What follows belongs to an exercise in optimizing a design on an open flow for small area; a production flow would make more cautious choices. The RTL was checked by simulation tests, not by an equivalence proof against the original design. No driver is modelled on the clock port, so clock power and skew are understated where the tree is cut down; a real chip needs a root buffer or a tree.

## ALD_miami
module ALD_miami(
    SW,
    RST_N,
    CLOCK_50,
    LEDR
);
Size in the first run: about 280 cells after synthesis, ~97 flip-flops, roughly 0.0032 mm2 of cells after synthesis.
Settings: LEC_CHECK=0, CAP_MARGIN=20, CORE_MARGIN=2, CORE_UTILIZATION=40, SLEW_MARGIN=20; clock period 50.0 ns.
standard.sh (not shown) runs the stock make flow with config.mk's settings and CLKGATE_MAP_FILE= SYNTH_SCRIPT=/design/flow/synth_recipe.tcl, a recipe that flattens the netlist after the stock synthesis.
==> flow/flow/run.sh <==
#!/bin/bash
# The standard layout, except:
#  - the port buffers are the smallest buffer (buf_1) rather than the default
#  - the clock tree is built by flow/mycts.tcl: the clock port drives four
#    buf_12, each driving a quarter of the flip-flops, split by position
set -euo pipefail
P="BUFFER_PORTS_ARGS=-buffer_cell sky130_fd_sc_hd__buf_1"
bash standard.sh "$P" place > standard_place.log 2>&1
bash standard.sh "$P" run RUN_SCRIPT=$PWD/flow/mycts.tcl RUN_LOG_NAME_STEM=4_1_cts \
  MYCTS_NBUF=4 MYCTS_BUF=sky130_fd_sc_hd__buf_12 MYCTS_CLKNET=CLOCK_50 > mycts.log 2>&1
bash standard.sh "$P" finish > standard_finish.log 2>&1
==> flow/flow/mycts.tcl <==
# Clock tree built by hand: the clock port drives NBUF clock buffers, each of
# which drives one group of flip-flops (groups split by position).
utl::set_metrics_stage "cts__{}"
source $::env(SCRIPTS_DIR)/load.tcl
erase_non_stage_variables cts
load_design 3_place.odb 3_place.sdc

set nbuf $::env(MYCTS_NBUF)
set bufm $::env(MYCTS_BUF)

set db [ord::get_db]
set block [ord::get_db_block]
set clk_port_net [$block findNet $::env(MYCTS_CLKNET)]
set master [$db findMaster $bufm]

# sinks with their positions
set sinks {}
foreach it [$clk_port_net getITerms] {
  set inst [$it getInst]
  set loc [$inst getLocation]
  set m [$inst getMaster]
  set x [expr {[lindex $loc 0] + [$m getWidth] / 2}]
  set y [expr {[lindex $loc 1] + [$m getHeight] / 2}]
  lappend sinks [list $it $x $y]
}
puts "mycts: [llength $sinks] sinks, $nbuf buffers of $bufm"

# split into nbuf groups: recursive bisection for powers of two, else
# strips along the longer side of the sink region
proc split_groups { sinks n dir } {
  if { $n <= 1 } { return [list $sinks] }
  set idx [expr {$dir == 0 ? 1 : 2}]
  set s [lsort -integer -index $idx $sinks]
  if { $n % 2 == 1 } {
    set out {}
    set len [llength $s]
    for {set k 0} {$k < $n} {incr k} {
      set lo [expr {$k * $len / $n}]
      set hi [expr {($k + 1) * $len / $n - 1}]
      lappend out [lrange $s $lo $hi]
    }
    return $out
  }
  set half [expr {[llength $s] / 2}]
  set a [lrange $s 0 [expr {$half - 1}]]
  set b [lrange $s $half end]
  set nd [expr {1 - $dir}]
  return [concat [split_groups $a [expr {$n / 2}] $nd] [split_groups $b [expr {$n / 2}] $nd]]
}
set groups [split_groups $sinks $nbuf 0]

set i 0
foreach g $groups {
  set sx 0; set sy 0
  foreach s $g { incr sx [lindex $s 1]; incr sy [lindex $s 2] }
  set cx [expr {$sx / [llength $g]}]
  set cy [expr {$sy / [llength $g]}]
  set inst [odb::dbInst_create $block $master "clkbuf_hand_$i"]
  set net [odb::dbNet_create $block "clknet_hand_$i"]
  $net setSigType CLOCK
  foreach s $g {
    set it [lindex $s 0]
    $it disconnect
    $it connect $net
  }
  [$inst findITerm A] connect $clk_port_net
  [$inst findITerm X] connect $net
  $inst setLocation [expr {$cx - [$master getWidth] / 2}] [expr {$cy - [$master getHeight] / 2}]
  $inst setPlacementStatus PLACED
  puts "mycts: buffer $i drives [llength $g] sinks at ($cx, $cy)"
  incr i
}

set_placement_padding -global \
  -left $::env(CELL_PAD_IN_SITES_DETAIL_PLACEMENT) \
  -right $::env(CELL_PAD_IN_SITES_DETAIL_PLACEMENT)
detailed_placement
set_propagated_clock [all_clocks]
estimate_parasitics -placement
report_clock_skew
report_check_types -max_slew -max_capacitance -violators
# slew at the flip-flop clock pins
for {set j 0} {$j < $i} {incr j} {
  set pins [get_pins -of_objects [get_nets clknet_hand_$j] -filter "direction==input"]
  set p [lindex $pins end]
  report_slews $p
}


if { !$::env(SKIP_CTS_REPAIR_TIMING) } {
  repair_timing_helper
  set result [catch { detailed_placement } msg]
  if { $result != 0 } {
    error "Detailed placement failed in CTS: $msg"
  }
  check_placement -verbose
}
report_metrics 4 "cts final"
orfs_write_db $::env(RESULTS_DIR)/4_1_cts.odb
orfs_write_sdc $::env(RESULTS_DIR)/4_cts.sdc
The first run finished with timing, DRC and antenna clean.
Then changed:
--- a/flow/flow/run.sh
+++ b/flow/flow/run.sh
@@ -1,3 +1,5 @@
 #!/bin/bash
-# The standard layout, except:
+# The standard layout (standard.sh), except:
+#  - after the standard synthesis, flow/remap.sh maps the combinational logic
+#    again for area (Yosys + ABC); the flip-flops stay as synthesized
 #  - the port buffers are the smallest buffer (buf_1) rather than the default
@@ -7,2 +9,9 @@
 P="BUFFER_PORTS_ARGS=-buffer_cell sky130_fd_sc_hd__buf_1"
+RES=$PWD/orfs/results/$FLOW_PLATFORM/ALD_miami/base
+bash standard.sh synth > standard_synth.log 2>&1
+LIB=$(bash standard.sh print-LIB_FILES 2>/dev/null | sed -n 's/^LIB_FILES: *//p' | awk '{print $1}')
+DU=$(bash standard.sh print-DONT_USE_CELLS 2>/dev/null | sed -n 's/^DONT_USE_CELLS: *//p')
+echo "LIB=$LIB" > remap_inputs.log; echo "DONT_USE=$DU" >> remap_inputs.log
+bash flow/remap.sh $RES/1_2_yosys.v "$LIB" "$DU" $PWD/remap.log
+bash standard.sh do-1_synth > standard_synth_odb.log 2>&1
 bash standard.sh "$P" place > standard_place.log 2>&1
==> flow/flow/remap.sh (new file) <==
#!/bin/bash
# remap.sh NETLIST LIB "DONT_USE_CELLS" LOG
# Area re-mapping of a synthesized netlist's combinational logic: Yosys reads
# the cells as their liberty functions, keeps every flip-flop as the cell
# instance synthesis made (same name, same type), flattens the rest to gates
# and maps it again with ABC for area (deepsyn, then amap), then writes the
# netlist back in place.
set -euo pipefail
NET=$1; LIB=$2; DU=$3; LOG=$4
DUARGS=""
for c in $DU; do DUARGS="$DUARGS -dont_use $c"; done
cat > remap.ys <<YS
read_liberty -ignore_miss_func $LIB
read_verilog $NET.standard
hierarchy -top $FLOW_TOP
setattr -mod -set keep_hierarchy 1 sky130_fd_sc_hd__df* sky130_fd_sc_hd__edf* sky130_fd_sc_hd__sdf* sky130_fd_sc_hd__dl*
flatten
opt_clean
abc -liberty $LIB $DUARGS -script "+strash;&get -n;&deepsyn -T 10;&put;dch -f;amap;topo"
opt_clean
select $FLOW_TOP
write_verilog -noattr -selected $NET
YS
cp $NET $NET.standard
yosys -s remap.ys > $LOG 2>&1
=> Final area shrinks by about 5.6%. Sequential cell count does not change. Synthesized area shrinks by about 9%. Utilization grows by 2.5 points.
Then changed:
--- a/flow/flow/remap.sh
+++ b/flow/flow/remap.sh
@@ -18,3 +18,3 @@
 opt_clean
-abc -liberty $LIB $DUARGS -script "+strash;&get -n;&deepsyn -T 10;&put;dch -f;amap;topo"
+abc -liberty $LIB $DUARGS -script "+strash;&get -n;&deepsyn -T 10;&put;dch -f;amap -F 5 -A 10;topo"
 opt_clean
Result:
- worst setup slack improves by 10 ps
- area after synthesis stays flat
- fmax is about the same
In every run of this note, the design's own scripts or RTL, not TritonCTS, make the clock network.

==> port drivers added, routing unchanged <==
In the flow no input, the clock included, has a driving cell. The finished layouts below were timed again as built, in two steps. Step 1, drivers: a clkbuf_16 drives CLOCK_50 and a buf_2 each remaining input, both assumed. Step 2 moves the port delays by t, midway between the first and last clock arrival at a register: inputs arrive t later, outputs are due t later. That takes back most of the time a late clock gives input paths. Slacks: no drivers / after step 1 / after step 2; pairs: no drivers / after step 1.
| run | t, ns | setup WS [ns] | worst setup path at the end | clock arrival spread, ns | worst slew at a driven data input, ns |
|---|---|---|---|---|---|
| the first run | 0.204 | 39.341 / 39.263 / 39.465 | input to register | 0.014 / 0.014 | 0.03 |
| the second run | 0.204 | 39.343 / 39.264 / 39.431 | input to register | 0.008 / 0.008 | 0.04 |
| the third run | 0.201 | 39.353 / 39.275 / 39.455 | input to register | 0.005 / 0.005 | 0.03 |
After both steps every run listed still meets setup and hold.
